What follows belongs to an exercise in optimizing a design on an open flow for small area; a production flow would make more cautious choices.
Only simulation tests tie the RTL to the original design; equivalence was not proved.
The flow treats the clock pin as an ideal source. Dropping or thinning the clock tree relies on that and would not hold on a real chip.

==> module top_module, before the edit <==
module top_module (
    input  sys_clk,
    input  sys_rst_n,
    output R,
    output G,
    output B
);
localparam [6:0] QMASK = 7'b0001111;
localparam [6:0] MMASK = 7'b1010100;
localparam [5:0] UMASK = 6'b000011;
localparam [1:0] PMASK = 2'b00;
reg [6:0] qs;    
reg [6:0] ms;    
reg [5:0] us;    
reg [1:0] ps;    
wire [1:0] p = ps ^ PMASK;
wire [6:0] q  = qs ^ QMASK;
wire [6:0] m  = ms ^ MMASK;
wire [5:0] uo = us ^ UMASK;
wire q_end = q[6] & q[5] & q[3] & q[1];        
wire [7:0] qt, mt;
wire [6:0] ut;
assign qt[0] = 1'b1;
assign mt[0] = q_end;
genvar i;
generate for (i = 0; i < 7; i = i + 1) begin : g_t
    assign qt[i+1] = qt[i] & q[i];
    assign mt[i+1] = mt[i] & m[i];
end endgenerate
wire step   = mt[7];                           
wire u_end  = uo[5] & uo[4] & uo[3];           
wire u_wrap = step & u_end;
assign ut[0] = step;
generate for (i = 0; i < 6; i = i + 1) begin : g_u
    assign ut[i+1] = ut[i] & uo[i];
end endgenerate
wire [6:0] qi = q ^ qt[6:0];     
wire [6:0] mi = m ^ mt[6:0];     
wire [5:0] ui = uo ^ ut[5:0];    
wire [6:0] qn = {qi[6] & ~q_end, qi[5] & ~q_end, qi[4], qi[3] & ~q_end,
                 qi[2] | q_end, qi[1:0]};
wire [6:0] mn = {mi[6:5], mi[4] | step, mi[3] | step, mi[2] | step, mi[1:0]};
wire [5:0] un = {ui[5] & ~u_wrap, ui[4] & ~u_wrap, ui[3] & ~u_wrap,
                 ui[2] | u_wrap, ui[1] | u_wrap, ui[0]};
always @(posedge sys_clk or negedge sys_rst_n) begin
    if (!sys_rst_n) begin
        qs <= 7'b0000111 ^ QMASK;
        ms <= 7'b0011100 ^ MMASK;
        us <= 6'b000111 ^ UMASK;
        ps <= 2'b00 ^ PMASK;
    end else begin
        qs <= qn ^ QMASK;
        ms <= mn ^ MMASK;
        us <= un ^ UMASK;
        if (u_wrap)
            ps <= {p[0], ~(p[1] | p[0])} ^ PMASK;
    end
end
wire [6:0] ca, cc;
assign ca[0] = 1'b0;
assign cc[0] = 1'b0;
generate for (i = 0; i < 6; i = i + 1) begin : g_cmp
    assign ca[i+1] = (uo[i] & ~q[i]) | (ca[i] & (uo[i] | ~q[i]));
    assign cc[i+1] = (uo[i] &  q[i]) | (cc[i] & (uo[i] |  q[i]));
end endgenerate
wire A = ~q[6] &  ca[6];    
wire C = ~q[6] & ~cc[6];    
wire p0 = ~(p[1] | p[0]);
assign R = (p0   & C) | (p[1] & A);
assign G = (p0   & A) | (p[0] & C);
assign B = (p[0] & A) | (p[1] & C);
endmodule
==> flow/config.mk <==
export PLATFORM = sky130hd
export DESIGN_NAME = top_module
export DESIGN_NICKNAME = top_module
export VERILOG_FILES = /design/flow/design.v
export SDC_FILE = /design/flow/constraint.sdc
export NUM_CORES = 4
export LEC_CHECK = 0
export CAP_MARGIN = 20
export CORE_AREA = 2.5 2.5 62.5 62.5
export DIE_AREA = 0 0 65 65
export GPL_TIMING_DRIVEN = 0
export PLACE_DENSITY = 0.9
export SLEW_MARGIN = 20
==> flow/constraint.sdc <==
create_clock -name core_clock -period 10.0 [get_ports {sys_clk}]
set_input_delay 2.0000 -clock core_clock [delete_from_list [all_inputs] [get_ports {sys_clk}]]
set_output_delay 2.0000 -clock core_clock [all_outputs]
set_load 0.01 [all_outputs]
standard.sh (not shown) runs the stock make flow with config.mk's settings and CLKGATE_MAP_FILE= SYNTH_SCRIPT=/design/flow/synth_recipe.tcl, a recipe that flattens the netlist after the stock synthesis.
==> flow/flow/run.sh <==
#!/bin/bash
# Standard synthesis; then the combinational logic re-mapped for area with a
# few ABC scripts, keeping the smallest result (the registers stay as the
# standard synthesis made them); then the standard layout from floorplan to
# finish, with small port buffers and a single clock buffer.
set -euo pipefail
R=orfs/results/$FLOW_PLATFORM/top_module/base
bash standard.sh synth > synth.log 2>&1
cp $R/1_2_yosys.v $R/1_2_yosys_std.v

LIB=$FLOW_HOME/platforms/$FLOW_PLATFORM/lib/sky130_fd_sc_hd__tt_025C_1v80.lib
DONTUSE=$(sed -n '/^export DONT_USE_CELLS/,/^#/p' $FLOW_HOME/platforms/$FLOW_PLATFORM/config.mk \
    | grep -o 'sky130_fd_sc_hd__[a-z0-9_]*' | sed 's/^/-dont_use /' | tr '\n' ' ')
mkdir -p remap
best=""
best_area=""
k=0
while IFS= read -r script; do
    [[ -z "$script" ]] && continue
    k=$((k + 1))
    echo "$script" | tr ';' '\n' > remap/s$k.abc
    sed -e "s|@DONTUSE@|$DONTUSE|g" -e "s|@LIB@|$LIB|g" -e "s|@IN@|$R/1_2_yosys_std.v|g" \
        -e "s|@OUT@|$PWD/remap/out$k.v|g" -e "s|@ABC@|$PWD/remap/s$k.abc|g" \
        flow/remap.ys > remap/r$k.ys
    if yosys -s remap/r$k.ys > remap/r$k.log 2>&1 && [[ -s remap/out$k.v ]]; then
        area=$(grep 'Chip area' remap/r$k.log | tail -1 | awk '{print $NF}')
        echo "script $k: $script: area $area" >> remap.log
        if [[ -z "$best" ]] || awk "BEGIN{exit !($area < $best_area)}"; then
            best=$k
            best_area=$area
        fi
    else
        echo "script $k: $script: failed" >> remap.log
    fi
done < flow/remap.scripts
if [[ -n "$best" ]]; then
    echo "using script $best, area $best_area" >> remap.log
    cp remap/out$best.v $R/1_2_yosys.v
else
    echo "using the standard synthesis" >> remap.log
fi
rm -f $R/1_synth.odb $R/1_synth.sdc

export PRE_GLOBAL_PLACE_TCL=$PWD/flow/input_buffers.tcl
export BUFFER_PORTS_ARGS="-outputs -buffer_cell sky130_fd_sc_hd__buf_1"
export CTS_ARGS="-sink_clustering_enable -repair_clock_nets -dont_use_dummy_load"
export POST_CTS_TCL=$PWD/flow/one_clock_buffer.tcl
export ONE_CLOCK_PORT=sys_clk
export ONE_CLOCK_BUFFER=sky130_fd_sc_hd__buf_8
bash standard.sh > layout.log 2>&1
Other scripts of this flow, unchanged in this note and not shown: flow/flow/input_buffers.tcl, flow/flow/one_clock_buffer.tcl, flow/flow/remap.scripts, flow/flow/remap.ys
Change:
--- a/flow/design.v
+++ b/flow/design.v
@@ -5,16 +5,17 @@
     output G,
     output B
 );
-localparam [6:0] QMASK = 7'b0001111;
+localparam [6:0] QMASK = 7'b0000110;
 localparam [6:0] MMASK = 7'b1010100;
 localparam [5:0] UMASK = 6'b000011;
-localparam [1:0] PMASK = 2'b00;
+localparam [1:0] PMASK = 2'b10;
 reg [6:0] qs;    
 reg [6:0] ms;    
 reg [5:0] us;    
 reg [1:0] ps;    
 wire [1:0] p = ps ^ PMASK;
-wire [6:0] q  = qs ^ QMASK;
+wire [6:0] qg = qs ^ QMASK;           
+wire [6:0] q  = {qg[6:2], qg[1], qg[1] ^ qg[0]};
 wire [6:0] m  = ms ^ MMASK;
 wire [5:0] uo = us ^ UMASK;
 wire q_end = q[6] & q[5] & q[3] & q[1];        
@@ -44,12 +45,12 @@
                  ui[2] | u_wrap, ui[1] | u_wrap, ui[0]};
 always @(posedge sys_clk or negedge sys_rst_n) begin
     if (!sys_rst_n) begin
-        qs <= 7'b0000111 ^ QMASK;
+        qs <= 7'b0000110 ^ QMASK;
         ms <= 7'b0011100 ^ MMASK;
         us <= 6'b000111 ^ UMASK;
         ps <= 2'b00 ^ PMASK;
     end else begin
-        qs <= qn ^ QMASK;
+        qs <= {qn[6:2], qn[1], qn[1] ^ qn[0]} ^ QMASK;
         ms <= mn ^ MMASK;
         us <= un ^ UMASK;
         if (u_wrap)
After rerunning: Global-route usage came out higher by 0.11 points; critical path depth came out higher by 1; fmax came out higher by 0.90%; synthesized cell count came out lower by 0.92%; routed wire length came out lower by 1.6%; final area is about the same.
In every run of this note, the design's own scripts or RTL, not TritonCTS, make the clock network.

what the ideal ports hide:
In the flow no input, the clock included, has a driving cell. The finished layouts below were timed again as built, in two steps.
Step 1 sets driving cells, clkbuf_16 on the clock port and buf_2 on the other inputs (assumed; they add their load-dependent delay and slew).
Step 2, shift: input delay + t, output delay - t, t = (earliest + latest rising clock arrival at the registers) / 2. This alone moves slack from input paths to output paths.
a / b / c = no drivers / after step 1 / after step 2; a / b = the first two.
run	shift t [ns]	setup slack, ns	worst hold slack (ns)	latest minus earliest clock arrival (ns)
the first run	0.166	6.204 / 6.177 / 6.307	0.504 / 0.505 / 0.505	0.002 / 0.003
the second run	0.165	6.238 / 6.211 / 6.361	0.449 / 0.449 / 0.449	0.004 / 0.003
After both steps every run listed still meets setup and hold.
